Context: an optimization exercise on an open-source flow, tuned for small area and a short achievable clock period. The choices shown serve that exercise and are no tape-out recipe. At most, simulation tests tie the RTL to the original design; equivalence was not proved. Power and IR drop assume default switching activity.

== wip/tundra ==
// ex_datapath
module ex_datapath(
    input  wire        CLK,
    input  wire [31:0] A,
    input  wire [31:0] Rm,
    input  wire [11:0] I,
    input  wire [1:0]  AM,
    input  wire        CIN,
    input  wire [3:0]  Op,
    output reg  [31:0] Out,
    output wire        Z,
    output wire        N,
    output reg         C,
    output reg         V
);
For scale: about 940 cells after synthesis, ~130 flip-flops, roughly 120 I/O pins, ~8400 sq um of cells after synthesis.
Settings: LEC_CHECK=0, CAP_MARGIN=20, CORE_MARGIN=2, CORE_UTILIZATION=40, CTS_BUF_LIST=sky130_fd_sc_hd__clkbuf_4 sky130_fd_sc_hd__clkbuf_8, SLEW_MARGIN=20, SYNTH_HIERARCHICAL=1, TNS_END_PERCENT=5; clock period 9.0 ns.
standard.sh (not shown) runs the stock make flow with config.mk's settings and CLKGATE_MAP_FILE= SYNTH_SCRIPT=/design/flow/synth_recipe.tcl, a recipe that flattens the netlist after the stock synthesis.
==> flow/flow/run.sh <==
#!/bin/bash
set -euo pipefail
MARGIN=6.1
export BUFFER_PORTS_ARGS="-buffer_cell sky130_fd_sc_hd__buf_1"
sed "s|\"\${@:-finish}\"|SETUP_SLACK_MARGIN=${MARGIN} \"\${@:-finish}\"|" standard.sh > standard_margin.sh
grep -q "SETUP_SLACK_MARGIN=${MARGIN}" standard_margin.sh
bash standard_margin.sh > flow_make.log 2>&1
The inputs of wip/willow differ from those of wip/tundra as listed below.
--- a/flow/flow/run.sh
+++ b/flow/flow/run.sh
@@ -2,3 +2,3 @@
 set -euo pipefail
-MARGIN=6.1
+MARGIN=6.3
 export BUFFER_PORTS_ARGS="-buffer_cell sky130_fd_sc_hd__buf_1"
Results
- The higher cell area came out of wip/tundra.
- Area used by multi-input combinational logic sits lower in wip/willow than in wip/tundra.
- Comparing count of plain and timing-repair buffers for wip/tundra and wip/willow, the bigger number came from wip/willow.
No functional check of the RTL was part of any run of this note.


the baseline:
Another version of the RTL of ex_datapath (not shown whole).
Size: ~930 cells after synthesis, roughly 110 flip-flops, ~120 I/O pins.
Settings: LEC_CHECK=0, CAP_MARGIN=20, CORE_MARGIN=2, CORE_UTILIZATION=40, SLEW_MARGIN=20; clock period 9.0 ns.
==> flow/flow/run.sh <==
#!/bin/bash
set -euo pipefail
MARGIN=6
sed "s|\"\${@:-finish}\"|SETUP_SLACK_MARGIN=${MARGIN} \"\${@:-finish}\"|" standard.sh > standard_margin.sh
grep -q "SETUP_SLACK_MARGIN=${MARGIN}" standard_margin.sh
bash standard_margin.sh > flow_make.log 2>&1
Inputs modified between the baseline and the candidate:
# the baseline
export LEC_CHECK = 0
export CAP_MARGIN = 20
export CORE_MARGIN = 2
export CORE_UTILIZATION = 40
export SLEW_MARGIN = 20
create_clock -name core_clock -period 9.0 [get_ports {CLK}]
# the candidate
export LEC_CHECK = 0
export CAP_MARGIN = 20
export CORE_MARGIN = 2
export CORE_UTILIZATION = 40
export CTS_BUF_LIST = sky130_fd_sc_hd__clkbuf_4 sky130_fd_sc_hd__clkbuf_8
export SLEW_MARGIN = 20
export TNS_END_PERCENT = 5
create_clock -name core_clock -period 9.0 [get_ports {CLK}]
==> flow/flow/run.sh <==
#!/bin/bash
set -euo pipefail
MARGIN=5.65
export BUFFER_PORTS_ARGS="-buffer_cell sky130_fd_sc_hd__buf_1"
sed "s|\"\${@:-finish}\"|SETUP_SLACK_MARGIN=${MARGIN} \"\${@:-finish}\"|" standard.sh > standard_margin.sh
grep -q "SETUP_SLACK_MARGIN=${MARGIN}" standard_margin.sh
bash standard_margin.sh > flow_make.log 2>&1
The candidate finished all stages; the layout is clean.
Measured against the baseline, the count of non-CTS buffers in the layout of the candidate comes out at 0.77 times the reference value.
Going from the baseline to the candidate, standby leakage power decreased about 25%; routed wire length decreased 5.9 mm.
Run comparison: the baseline termination of the worst setup path r_q[6]$_DFF_P_; the candidate termination of the worst setup path Out[27]$_DFF_P_


ex_datapath, a different RTL version from the one above (not shown whole).
Size: roughly 930 cells after synthesis, ~130 flip-flops, ~120 I/O pins, roughly 8300 um2 of cells after synthesis.
Settings: LEC_CHECK=0, CAP_MARGIN=20, CORE_MARGIN=2, CORE_UTILIZATION=40, CTS_BUF_LIST=sky130_fd_sc_hd__clkbuf_4, SLEW_MARGIN=20, SYNTH_HIERARCHICAL=1, TNS_END_PERCENT=5; clock period 9.0 ns.
==> flow/flow/run.sh <==
#!/bin/bash
set -euo pipefail
MARGIN=6.0
export BUFFER_PORTS_ARGS="-buffer_cell sky130_fd_sc_hd__buf_1"
sed "s|\"\${@:-finish}\"|SETUP_SLACK_MARGIN=${MARGIN} \"\${@:-finish}\"|" standard.sh > standard_margin.sh
grep -q "SETUP_SLACK_MARGIN=${MARGIN}" standard_margin.sh
bash standard_margin.sh > flow_make.log 2>&1
Next try:
Settings changed: CTS_BUF_LIST sky130_fd_sc_hd__clkbuf_4 to sky130_fd_sc_hd__clkbuf_2 sky130_fd_sc_hd__clkbuf_4.
Result: Register-to-register slack barely changes; synthesized cell count is unchanged; via count stays the same; final area does not change; power does not change; routed wire length is unchanged; count of clock-buffer cells in the layout does not change; non-clock buffer count does not change.
Next try:
Settings changed: CTS_BUF_LIST sky130_fd_sc_hd__clkbuf_2 sky130_fd_sc_hd__clkbuf_4 to sky130_fd_sc_hd__clkbuf_16.
Register-to-register slack barely changes.
Worst setup slack gains 0.019 ns.
Via count rose by 1.5%.
Global-route usage rose by 0.14 points.
Die area does not change.
Routed wire length rose by 2.6%.
Design area rose by 4.4%.
Clock power rose by 62%.
Next try:
--- a/flow/flow/run.sh
+++ b/flow/flow/run.sh
@@ -1,5 +1,5 @@
 #!/bin/bash
 set -euo pipefail
-MARGIN=6.0
+MARGIN=6.15
 export BUFFER_PORTS_ARGS="-buffer_cell sky130_fd_sc_hd__buf_1"
 sed "s|\"\${@:-finish}\"|SETUP_SLACK_MARGIN=${MARGIN} \"\${@:-finish}\"|" standard.sh > standard_margin.sh
Settings changed: CTS_BUF_LIST sky130_fd_sc_hd__clkbuf_16 to sky130_fd_sc_hd__clkbuf_4.
What happened:
- maximum frequency rises by about 0.36%
- sequential cell count does not change
- global-route usage stays flat
- worst setup slack improves by 0.011 ns


main:
ex_datapath, a different RTL version from the one above (not shown whole).
Size: ~950 cells after synthesis, roughly 110 flip-flops, ~8400 um^2 of cells after synthesis.
==> flow/config.mk <==
export PLATFORM = sky130hd
export DESIGN_NAME = ex_datapath
export DESIGN_NICKNAME = ex_datapath
export VERILOG_FILES = /design/flow/design.v
export SDC_FILE = /design/flow/constraint.sdc
export NUM_CORES = 4
export LEC_CHECK = 0
export CAP_MARGIN = 20
export CORE_MARGIN = 2
export CORE_UTILIZATION = 40
export SLEW_MARGIN = 20
==> flow/constraint.sdc <==
create_clock -name core_clock -period 9.0 [get_ports {CLK}]
set_input_delay 1.8000 -clock core_clock [delete_from_list [all_inputs] [get_ports {CLK}]]
set_output_delay 1.8000 -clock core_clock [all_outputs]
set_load 0.01 [all_outputs]
==> flow/flow/run.sh <==
#!/bin/bash
set -euo pipefail
MARGIN=6
export BUFFER_PORTS_ARGS="-buffer_cell sky130_fd_sc_hd__buf_1"
sed "s|\"\${@:-finish}\"|SETUP_SLACK_MARGIN=${MARGIN} \"\${@:-finish}\"|" standard.sh > standard_margin.sh
grep -q "SETUP_SLACK_MARGIN=${MARGIN}" standard_margin.sh
bash standard_margin.sh > flow_make.log 2>&1
For the feature branch, these inputs were changed with respect to main:
-- flow/flow/run.sh --
<<< main, line 3
MARGIN=6
>>> the feature branch, line 3
MARGIN=5.5
[summary]
The feature branch ends up with lower power than main does.
Relative to main, layout-stage area growth over the synthesis result has gone down in the feature branch.
The feature branch ended with less area occupied by multi-input gates than main.
Measured against each other, the feature branch and main differ in period utilization, the higher figure coming from the feature branch.
In the feature branch, the critical path depth came out 3 above the value in main.
Per the final summary, the feature branch finished and its layout is clean on timing, DRC and antenna.
Compare the feature branch and main | minimum period implied by the final worst setup slack lower: main
The feature branch against main; post-route cell area is down by more than 10%.
Changes observed in the feature branch relative to main: final worst setup slack saw a decrease; sequential-cell power consumption saw a decrease; instance area after placement saw a decrease.
No functional check of the RTL was part of any run of this note.


ex_datapath with an RTL version that a note above also has.
For scale: ~130 flip-flops, about 120 I/O pins.
==> flow/config.mk <==
export PLATFORM = sky130hd
export DESIGN_NAME = ex_datapath
export DESIGN_NICKNAME = ex_datapath
export VERILOG_FILES = /design/flow/design.v
export SDC_FILE = /design/flow/constraint.sdc
export NUM_CORES = 4
export LEC_CHECK = 0
export CAP_MARGIN = 20
export CORE_MARGIN = 2
export CORE_UTILIZATION = 40
export CTS_BUF_LIST = sky130_fd_sc_hd__clkbuf_4 sky130_fd_sc_hd__clkbuf_8
export GPL_TIMING_DRIVEN = 0
export SLEW_MARGIN = 20
export SYNTH_HIERARCHICAL = 1
export TNS_END_PERCENT = 5
==> flow/constraint.sdc <==
create_clock -name core_clock -period 9.0 [get_ports {CLK}]
set_input_delay 1.8000 -clock core_clock [delete_from_list [all_inputs] [get_ports {CLK}]]
set_output_delay 1.8000 -clock core_clock [all_outputs]
set_load 0.01 [all_outputs]
==> flow/flow/run.sh <==
#!/bin/bash
set -euo pipefail
MARGIN=6.0
export BUFFER_PORTS_ARGS="-buffer_cell sky130_fd_sc_hd__buf_1"
sed "s|\"\${@:-finish}\"|SETUP_SLACK_MARGIN=${MARGIN} \"\${@:-finish}\"|" standard.sh > standard_margin.sh
grep -q "SETUP_SLACK_MARGIN=${MARGIN}" standard_margin.sh
bash standard_margin.sh > flow_make.log 2>&1
The starting point ran to the end with no violations.
Then changed:
Settings changed: CAP_MARGIN 20 to 0, GPL_TIMING_DRIVEN 0 to unset, SLEW_MARGIN 20 to 0.
Outcome: The new run produced a clean layout; non-clock buffer count falls by 2; via count falls by 0.69%; cell area falls by 0.91%; power stays flat; wire length is about the same; sequential cell count does not change; die area does not change; critical path depth falls by 10; utilization falls by 0.46 points; register-to-register slack gets better by 0.18 ns; sequential share of layout area rises by 0.14 points.
Then changed:
--- a/flow/flow/run.sh
+++ b/flow/flow/run.sh
@@ -1,5 +1,5 @@
 #!/bin/bash
 set -euo pipefail
-MARGIN=6.0
+MARGIN=5.9
 export BUFFER_PORTS_ARGS="-buffer_cell sky130_fd_sc_hd__buf_1"
 sed "s|\"\${@:-finish}\"|SETUP_SLACK_MARGIN=${MARGIN} \"\${@:-finish}\"|" standard.sh > standard_margin.sh
Settings changed: CAP_MARGIN 0 to 20, CTS_BUF_LIST sky130_fd_sc_hd__clkbuf_4 sky130_fd_sc_hd__clkbuf_8 to sky130_fd_sc_hd__clkbuf_4, SLEW_MARGIN 0 to 20.
Final area goes down by about 3%.
Power decreases by 7.6%.
Clock skew grows by 0.0033 ns.
Routed wire length came out lower by 1.0%.
Then changed:
--- a/flow/flow/run.sh
+++ b/flow/flow/run.sh
@@ -1,5 +1,5 @@
 #!/bin/bash
 set -euo pipefail
-MARGIN=5.9
+MARGIN=6.0
 export BUFFER_PORTS_ARGS="-buffer_cell sky130_fd_sc_hd__buf_1"
 sed "s|\"\${@:-finish}\"|SETUP_SLACK_MARGIN=${MARGIN} \"\${@:-finish}\"|" standard.sh > standard_margin.sh
Settings changed: CORE_UTILIZATION 40 to 50, CTS_BUF_LIST sky130_fd_sc_hd__clkbuf_4 to sky130_fd_sc_hd__clkbuf_4 sky130_fd_sc_hd__clkbuf_8.
Outcome: Setup slack improved by 0.016 ns. Final cell count went down by 2.2%. Register-to-register slack degrades by 0.07 ns. Clock skew decreases by 0.0042 ns. Power went up by 6.0%. Via count is higher by 1.1%.

separate check: timing with driven ports:
No port has a modelled driver above. Below, the same layouts with a new extraction and two added sets of constraints.
Step 1 assumes that a clkbuf_16 drives the clock port and a buf_2 every other input.
Step 2 also shifts input and output timing later by t, the mid clock arrival at the registers, as if the neighbouring blocks saw the same clock.
Three values: ideal, step 1, step 2; two values: the first two.
run | t, ns | setup WS [ns] | latest minus earliest clock arrival (ns) | worst data-port slew with drivers (ns)
wip/tundra | 0.490 | 5.906 / 5.901 / 5.411 | 0.016 / 0.016 | 0.09
wip/willow | 0.496 | 5.882 / 5.841 / 5.345 | 0.017 / 0.016 | 0.17
the baseline | 0.403 | 5.766 / 5.773 / 5.384 | 0.014 / 0.013 | 0.12
the candidate | 0.434 | 5.691 / 5.684 / 5.286 | 0.016 / 0.015 | 0.03
the first run of note 3 | 0.583 | 5.897 / 5.899 / 5.315 | 0.014 / 0.015 | 0.04
the second run of note 3 | 0.583 | 5.897 / 5.899 / 5.315 | 0.014 / 0.015 | 0.04
the third run of note 3 | 0.457 | 5.917 / 5.900 / 5.443 | 0.008 / 0.008 | 0.06
the fourth run of note 3 | 0.587 | 5.928 / 5.928 / 5.397 | 0.014 / 0.014 | 0.06
main | 0.407 | 5.639 / 5.639 / 5.430 | 0.010 / 0.010 | 0.07
the feature branch | 0.401 | 5.547 / 5.547 / 5.308 | 0.007 / 0.008 | 0.04
the first run of note 5 | 0.489 | 5.774 / 5.774 / 5.343 | 0.012 / 0.012 | 0.05
the second run of note 5 | 0.485 | 5.929 / 5.909 / 5.423 | 0.011 / 0.011 | 0.06
the third run of note 5 | 0.591 | 5.832 / 5.837 / 5.246 | 0.014 / 0.015 | 0.04
the fourth run of note 5 | 0.500 | 5.848 / 5.848 / 5.435 | 0.010 / 0.010 | 0.06
After both steps every run listed still meets setup and hold. The setup slack of the third run of note 5, which loses most, moves by +0.005 ns with the drivers and by -0.586 ns with both steps.
